From an optimization exercise on the open Yosys and OpenROAD flow, aimed at a short achievable clock period and few clock cycles; shortcuts taken in it are not production practice. Where RTL was checked, it was by simulation tests only, not by an equivalence proof against the original.

==> inputs of run A <==
==> flow/design.v (excerpt) <==
module RV32Core(
    input  wire        CPU_CLK,
    input  wire        CPU_RST,
    output wire [31:0] imem_addr,
    input  wire [31:0] imem_rdata,
    output wire [31:0] dmem_addr,
    output wire [3:0]  dmem_we,
    output wire [31:0] dmem_wdata,
    input  wire [31:0] dmem_rdata
    );
==> module KSAdd, before the edit <==
module KSAdd #(parameter W = 32) (
    input  wire [W-1:0] a,
    input  wire [W-1:0] b,
    output wire [W-1:0] s
    );
    localparam L = $clog2(W);
    wire [W-1:0] x;
    wire [W-1:0] g [0:L];
    wire [W-1:0] p [0:L];
    genvar l, i;
    generate
        for (i = 0; i < W; i = i + 1) begin : leaf
            XCell  xc (.a(a[i]), .b(b[i]), .x(x[i]));
            GPCell gp (.a(a[i]), .b(b[i]), .gn(g[0][i]), .pn(p[0][i]));
        end
        for (l = 0; l < L; l = l + 1) begin : lvl
            for (i = 0; i < W; i = i + 1) begin : bit_
                if (i >= (1 << l)) begin : pre
                    if (l % 2 == 0) begin : np
                        PreP c (.ghn(g[l][i]), .phn(p[l][i]), .gln(g[l][i - (1 << l)]),
                                .pln(p[l][i - (1 << l)]), .g(g[l+1][i]), .p(p[l+1][i]));
                    end else begin : pn
                        PreN c (.gh(g[l][i]), .ph(p[l][i]), .gl(g[l][i - (1 << l)]),
                                .pl(p[l][i - (1 << l)]), .gn(g[l+1][i]), .pn(p[l+1][i]));
                    end
                end else begin : pass
                    Inv2 c (.g(g[l][i]), .p(p[l][i]), .gn(g[l+1][i]), .pn(p[l+1][i]));
                end
            end
        end
        wire [W-1:0] c;
        if (L % 2 == 1) begin : codd
            assign c = g[L];
        end else begin : cevn
            assign c = ~g[L];
        end
        assign s[0] = x[0];
        for (i = 1; i < W; i = i + 1) begin : sum
            XCell sc (.a(x[i]), .b(c[i-1]), .x(s[i]));
        end
    endgenerate
endmodule
Settings: LEC_CHECK=0, CAP_MARGIN=20, CORE_MARGIN=2, CORE_UTILIZATION=22, GPL_TIMING_DRIVEN=1, SLEW_MARGIN=20, SYNTH_HIERARCHICAL=1, TNS_END_PERCENT=100; clock period 10.0 ns.
standard.sh (not shown) runs the stock make flow with config.mk's settings and CLKGATE_MAP_FILE= SYNTH_SCRIPT=/design/flow/synth_recipe.tcl, a recipe that flattens the netlist after the stock synthesis.
==> flow/flow/run.sh <==
#!/bin/bash
set -euo pipefail
bash standard.sh SETUP_SLACK_MARGIN=6.8 finish > standard_flow.log 2>&1
==> run Z (differences from run A) <==
--- a/flow/design.v
+++ b/flow/design.v
@@ -165,31 +165,28 @@
     reg           sraE;
     reg  [9:0]    aluSelE;       
     reg  [31:0]   rfAE, rfBE, immE, constE;
     reg           fAME, fBME, fSME, fACE, fBCE, fAGE;
     reg  [4:0]    rfSE;
     reg           rAlwE, rEqE, rNeE, rLtE, rGeE, rLtuE, rGeuE, tPcE, tAguE;
     reg  [31:2]   tgtE, linkE, pcE;
-    reg           redirM;
-    reg  [31:2]   redirTgtM;
     reg           wrM, ldM;
     reg  [4:0]    rdM;
     reg  [31:0]   resM;
     reg  [2:0]    f3M;
     reg  [1:0]    alM;
     reg  [31:0]   daddrM, dwdataM;
     reg  [3:0]    dweM;
     reg           wrW, ldW;
     reg  [4:0]    rdW;
     reg  [31:0]   resW;
     reg  [2:0]    f3W;
     reg  [1:0]    alW;
     reg  [31:0]   rf [1:31];
-    reg  [31:2]   pcO;
-    assign imem_addr  = {pcO, 2'b00};
+    assign imem_addr  = {pcF, 2'b00};
     assign dmem_addr  = daddrM;
     assign dmem_we    = dweM;
     assign dmem_wdata = dwdataM;
     wire [1:0]  ldAl = elM ? alM : alW;
     wire [2:0]  ldF3 = elM ? f3M : f3W;
     wire [31:0] ldShift = dmem_rdata >> {ldAl, 3'b000};
     reg  [31:0] ldVal;
@@ -310,33 +307,25 @@
     wire takenE = jalE || (brE && cond);
     wire [31:0] agu;
     KSAdd #(32) addAgu (.a(opAg), .b(immE), .s(agu));
     wire redirE;
     RedirCell rdc (.alw(rAlwE), .sEq(rEqE), .sNe(rNeE), .sLt(rLtE), .sGe(rGeE),
                    .sLtu(rLtuE), .sGeu(rGeuE), .eq(beq), .lt(slt), .ltu(sltu), .r(redirE));
     wire [31:2] redirTgt = tPcE ? tgtE : (tAguE ? agu[31:2] : linkE);
-    reg [31:2] pcNext;
-    always @(*) begin
-        if (redirM)      pcNext = redirTgtM;
-        else if (redirD) pcNext = pcImmD[31:2];
-        else if (dropF2) pcNext = pcF2;           
-        else if (predF)  pcNext = bTgtF;
-        else             pcNext = pcF + 30'd1;
-    end
     reg [3:0] weE;
     always @(*) begin
         case (f3E[1:0])
             2'b00:   weE = 4'b0001 << agu[1:0];
             2'b01:   weE = agu[1] ? 4'b1100 : 4'b0011;
             default: weE = 4'b1111;
         endcase
     end
     wire [31:0] stData = (f3E[1:0] == 2'b00) ? {4{opB[7:0]}} :
                          (f3E[1:0] == 2'b01) ? {2{opB[15:0]}} : opB;
-    wire advD   = vD && !stallD && !redirM;      
+    wire advD   = vD && !stallD && !redirE;      
     wire redirD = advD && sTakeD;                
     wire takeD  = advD || !vD;                   
     wire loadD  = !stallD;      
     wire dropF2 = vF2 && stallD && vS;
     always @(posedge CPU_CLK or posedge CPU_RST) begin
         if (CPU_RST) begin
             pcF     <= 30'b0;
@@ -356,25 +345,28 @@
             elE     <= 1'b0;
             elM     <= 1'b0;
             stE     <= 1'b0;
             brE     <= 1'b0;
             jalE    <= 1'b0;
             wrM     <= 1'b0;
             ldM     <= 1'b0;
-            redirM  <= 1'b0;
+            dweM    <= 4'b0;
             wrW     <= 1'b0;
             ldW     <= 1'b0;
             bValid  <= {NB{1'b0}};
             bPtr    <= 2'b0;
             updV    <= 1'b0;
         end else begin
-            pcF <= pcNext;
-            vF2 <= !(redirM || redirD || dropF2);
-            redirM <= redirE && !redirM;
-            if (redirM || redirD) begin
+            if (redirE)      pcF <= redirTgt;
+            else if (redirD) pcF <= pcImmD[31:2];
+            else if (dropF2) pcF <= pcF2;           
+            else if (predF)  pcF <= bTgtF;
+            else             pcF <= pcF + 30'd1;
+            vF2 <= !(redirE || redirD || dropF2);
+            if (redirE || redirD) begin
                 vS <= 1'b0;
                 vD <= 1'b0;
             end else if (takeD) begin
                 vD <= vS || vF2;
                 vS <= vS && vF2;
             end else begin
                 vS <= vS || vF2;
@@ -389,20 +381,21 @@
             rGeuE  <= advD && brGeu;
             wrE    <= advD && wrD;
             ldE    <= advD && isLd && !elD;
             elE    <= advD && isLd && elD;
             stE    <= advD && isSt;
             brE    <= advD && isBr;
             jalE   <= advD && isJal;
-            wrM  <= wrE && !redirM;
-            ldM  <= ldE && !redirM;
-            elM  <= elE && !redirM;
+            wrM  <= wrE;
+            ldM  <= ldE;
+            elM  <= elE;
+            dweM <= stE ? weE : 4'b0;
             wrW  <= wrM;
             ldW  <= ldM;
-            updV <= validE && (brE || jalE) && !redirM;
+            updV <= validE && (brE || jalE);
             if (updV && !(|updHit) && updTaken) begin
                 bValid[bPtr] <= 1'b1;
                 bPtr         <= bPtr + 2'd1;
             end
         end
     end
     always @(posedge CPU_CLK) begin
@@ -459,17 +452,14 @@
                     end
             end else if (updTaken) begin
                 bTag[bPtr] <= updPc;
                 bTgt[bPtr] <= updTgt;
                 bCtr[bPtr] <= updJal ? 2'b11 : 2'b10;
             end
         end
-        pcO     <= CPU_RST ? 30'b0 : pcNext;
-        dweM    <= (CPU_RST || redirM || !stE) ? 4'b0 : weE;
-        redirTgtM <= redirTgt;
         rdM     <= rdE;
         resM    <= aluOut;
         f3M     <= f3E;
         alM     <= agu[1:0];
         daddrM  <= elD ? immI : agu;
         dwdataM <= stData;
         rdW  <= rdM;
==> run X (differences from run A) <==
--- a/flow/design.v
+++ b/flow/design.v
@@ -19,20 +19,19 @@
     assign gn = ~(gh | (ph & gl));
     assign pn = ~(ph & pl);
 endmodule
 module Inv2 (input wire g, input wire p, output wire gn, output wire pn);
     assign gn = ~g;
     assign pn = ~p;
 endmodule
-module KSAdd #(parameter W = 32) (
+module KSAdd #(parameter W = 32, parameter L = 5) (
     input  wire [W-1:0] a,
     input  wire [W-1:0] b,
     output wire [W-1:0] s
     );
-    localparam L = $clog2(W);
     wire [W-1:0] x;
     wire [W-1:0] g [0:L];
     wire [W-1:0] p [0:L];
     genvar l, i;
     generate
         for (i = 0; i < W; i = i + 1) begin : leaf
             XCell  xc (.a(a[i]), .b(b[i]), .x(x[i]));
@@ -165,31 +164,28 @@
     reg           sraE;
     reg  [9:0]    aluSelE;       
     reg  [31:0]   rfAE, rfBE, immE, constE;
     reg           fAME, fBME, fSME, fACE, fBCE, fAGE;
     reg  [4:0]    rfSE;
     reg           rAlwE, rEqE, rNeE, rLtE, rGeE, rLtuE, rGeuE, tPcE, tAguE;
     reg  [31:2]   tgtE, linkE, pcE;
-    reg           redirM;
-    reg  [31:2]   redirTgtM;
     reg           wrM, ldM;
     reg  [4:0]    rdM;
     reg  [31:0]   resM;
     reg  [2:0]    f3M;
     reg  [1:0]    alM;
     reg  [31:0]   daddrM, dwdataM;
     reg  [3:0]    dweM;
     reg           wrW, ldW;
     reg  [4:0]    rdW;
     reg  [31:0]   resW;
     reg  [2:0]    f3W;
     reg  [1:0]    alW;
     reg  [31:0]   rf [1:31];
-    reg  [31:2]   pcO;
-    assign imem_addr  = {pcO, 2'b00};
+    assign imem_addr  = {pcF, 2'b00};
     assign dmem_addr  = daddrM;
     assign dmem_we    = dweM;
     assign dmem_wdata = dwdataM;
     wire [1:0]  ldAl = elM ? alM : alW;
     wire [2:0]  ldF3 = elM ? f3M : f3W;
     wire [31:0] ldShift = dmem_rdata >> {ldAl, 3'b000};
     reg  [31:0] ldVal;
@@ -310,33 +306,25 @@
     wire takenE = jalE || (brE && cond);
     wire [31:0] agu;
     KSAdd #(32) addAgu (.a(opAg), .b(immE), .s(agu));
     wire redirE;
     RedirCell rdc (.alw(rAlwE), .sEq(rEqE), .sNe(rNeE), .sLt(rLtE), .sGe(rGeE),
                    .sLtu(rLtuE), .sGeu(rGeuE), .eq(beq), .lt(slt), .ltu(sltu), .r(redirE));
     wire [31:2] redirTgt = tPcE ? tgtE : (tAguE ? agu[31:2] : linkE);
-    reg [31:2] pcNext;
-    always @(*) begin
-        if (redirM)      pcNext = redirTgtM;
-        else if (redirD) pcNext = pcImmD[31:2];
-        else if (dropF2) pcNext = pcF2;           
-        else if (predF)  pcNext = bTgtF;
-        else             pcNext = pcF + 30'd1;
-    end
     reg [3:0] weE;
     always @(*) begin
         case (f3E[1:0])
             2'b00:   weE = 4'b0001 << agu[1:0];
             2'b01:   weE = agu[1] ? 4'b1100 : 4'b0011;
             default: weE = 4'b1111;
         endcase
     end
     wire [31:0] stData = (f3E[1:0] == 2'b00) ? {4{opB[7:0]}} :
                          (f3E[1:0] == 2'b01) ? {2{opB[15:0]}} : opB;
-    wire advD   = vD && !stallD && !redirM;      
+    wire advD   = vD && !stallD && !redirE;      
     wire redirD = advD && sTakeD;                
     wire takeD  = advD || !vD;                   
     wire loadD  = !stallD;      
     wire dropF2 = vF2 && stallD && vS;
     always @(posedge CPU_CLK or posedge CPU_RST) begin
         if (CPU_RST) begin
             pcF     <= 30'b0;
@@ -356,25 +344,28 @@
             elE     <= 1'b0;
             elM     <= 1'b0;
             stE     <= 1'b0;
             brE     <= 1'b0;
             jalE    <= 1'b0;
             wrM     <= 1'b0;
             ldM     <= 1'b0;
-            redirM  <= 1'b0;
+            dweM    <= 4'b0;
             wrW     <= 1'b0;
             ldW     <= 1'b0;
             bValid  <= {NB{1'b0}};
             bPtr    <= 2'b0;
             updV    <= 1'b0;
         end else begin
-            pcF <= pcNext;
-            vF2 <= !(redirM || redirD || dropF2);
-            redirM <= redirE && !redirM;
-            if (redirM || redirD) begin
+            if (redirE)      pcF <= redirTgt;
+            else if (redirD) pcF <= pcImmD[31:2];
+            else if (dropF2) pcF <= pcF2;           
+            else if (predF)  pcF <= bTgtF;
+            else             pcF <= pcF + 30'd1;
+            vF2 <= !(redirE || redirD || dropF2);
+            if (redirE || redirD) begin
                 vS <= 1'b0;
                 vD <= 1'b0;
             end else if (takeD) begin
                 vD <= vS || vF2;
                 vS <= vS && vF2;
             end else begin
                 vS <= vS || vF2;
@@ -389,20 +380,21 @@
             rGeuE  <= advD && brGeu;
             wrE    <= advD && wrD;
             ldE    <= advD && isLd && !elD;
             elE    <= advD && isLd && elD;
             stE    <= advD && isSt;
             brE    <= advD && isBr;
             jalE   <= advD && isJal;
-            wrM  <= wrE && !redirM;
-            ldM  <= ldE && !redirM;
-            elM  <= elE && !redirM;
+            wrM  <= wrE;
+            ldM  <= ldE;
+            elM  <= elE;
+            dweM <= stE ? weE : 4'b0;
             wrW  <= wrM;
             ldW  <= ldM;
-            updV <= validE && (brE || jalE) && !redirM;
+            updV <= validE && (brE || jalE);
             if (updV && !(|updHit) && updTaken) begin
                 bValid[bPtr] <= 1'b1;
                 bPtr         <= bPtr + 2'd1;
             end
         end
     end
     always @(posedge CPU_CLK) begin
@@ -459,17 +451,14 @@
                     end
             end else if (updTaken) begin
                 bTag[bPtr] <= updPc;
                 bTgt[bPtr] <= updTgt;
                 bCtr[bPtr] <= updJal ? 2'b11 : 2'b10;
             end
         end
-        pcO     <= CPU_RST ? 30'b0 : pcNext;
-        dweM    <= (CPU_RST || redirM || !stE) ? 4'b0 : weE;
-        redirTgtM <= redirTgt;
         rdM     <= rdE;
         resM    <= aluOut;
         f3M     <= f3E;
         alM     <= agu[1:0];
         daddrM  <= elD ? immI : agu;
         dwdataM <= stData;
         rdW  <= rdM;
==> run C (differences from run A) <==
--- a/flow/design.v
+++ b/flow/design.v
@@ -19,20 +19,19 @@
     assign gn = ~(gh | (ph & gl));
     assign pn = ~(ph & pl);
 endmodule
 module Inv2 (input wire g, input wire p, output wire gn, output wire pn);
     assign gn = ~g;
     assign pn = ~p;
 endmodule
-module KSAdd #(parameter W = 32) (
+module KSAdd #(parameter W = 32, parameter L = 5) (
     input  wire [W-1:0] a,
     input  wire [W-1:0] b,
     output wire [W-1:0] s
     );
-    localparam L = $clog2(W);
     wire [W-1:0] x;
     wire [W-1:0] g [0:L];
     wire [W-1:0] p [0:L];
     genvar l, i;
     generate
         for (i = 0; i < W; i = i + 1) begin : leaf
             XCell  xc (.a(a[i]), .b(b[i]), .x(x[i]));
==> comparison table <==
metric                                                    run C       run X       run A       run Z
Vias per cell                                              5.44        5.48        5.44        5.48
Via count of the first global-routing pass                88800       88200       88800       88200
Worst VDD drop                                         0.172 mV    0.148 mV    0.172 mV    0.148 mV
Flip-flop and latch count                                  1975        1914        1975        1914
Signal arrival time at the worst endpoint               4.28 ns     4.56 ns     4.28 ns     4.56 ns
Final instance count without filler cells                 17800       17300       17800       17300
Number of filler cells placed in the layout               49000       47600       49000       47600
DRT met1 WL                                           192000 um   187000 um   192000 um   187000 um
Number of rows in the core area                             251         247         251         247
Share of layout cells above drive strength 1              0.238       0.231       0.238       0.231
Routed WL                                             523000 um   515000 um   523000 um   515000 um
Met3 usage                                               0.0885      0.0846      0.0885      0.0846
Min Hold Slack                                         0.322 ns    0.326 ns    0.322 ns    0.326 ns
Fraction of standard cell area in multi-input logic       0.422       0.420       0.422       0.420
Non-CTS inverters                                           291         268         291         268
Result of the run              no timing/DRC/antenna violations  no timing/DRC/antenna violations  no timing/DRC/antenna violations  no timing/DRC/antenna violations
Die area                                             473000 um2  460000 um2  473000 um2  460000 um2
Tap cell count                                             6198        5976        6198        5976
# clk buffers                                               304         292         304         292
Testbench counts of run X, summed over its fixed seeds: cycles 74,060.
Testbench counts of run C, summed over its fixed seeds: cycles 75,506.
Only the layout flow was run in run A and run Z; the RTL was not checked for function there.

[port drivers added, routing unchanged]
No port has a modelled driver above. Below, the same layouts with a new extraction and two added sets of constraints. Step 1 sets driving cells, clkbuf_16 on the clock port and buf_2 on the other inputs (assumed; they add their load-dependent delay and slew). Step 2 moves the port delays by t, midway between the first and last clock arrival at a register: inputs arrive t later, outputs are due t later. That takes back most of the time a late clock gives input paths. Three values: ideal ports, drivers, drivers and shift; two values: the first two.
run | t, ns | setup WS [ns] | hold slack, ns | slew at the worst register clock pin (ns) | worst slew at a driven data input, ns
run A | 1.022 | 6.524 / 6.447 / 5.704 | 0.322 / 0.322 / 0.322 | 0.08 / 0.08 | 0.33
run Z | 1.022 | 6.234 / 6.234 / 5.568 | 0.326 / 0.326 / 0.326 | 0.08 / 0.08 | 0.23
run X | 1.022 | 6.234 / 6.234 / 5.568 | 0.326 / 0.326 / 0.326 | 0.08 / 0.08 | 0.23
run C | 1.022 | 6.524 / 6.447 / 5.704 | 0.322 / 0.322 / 0.322 | 0.08 / 0.08 | 0.33
After both steps setup and hold are still met in every run listed.
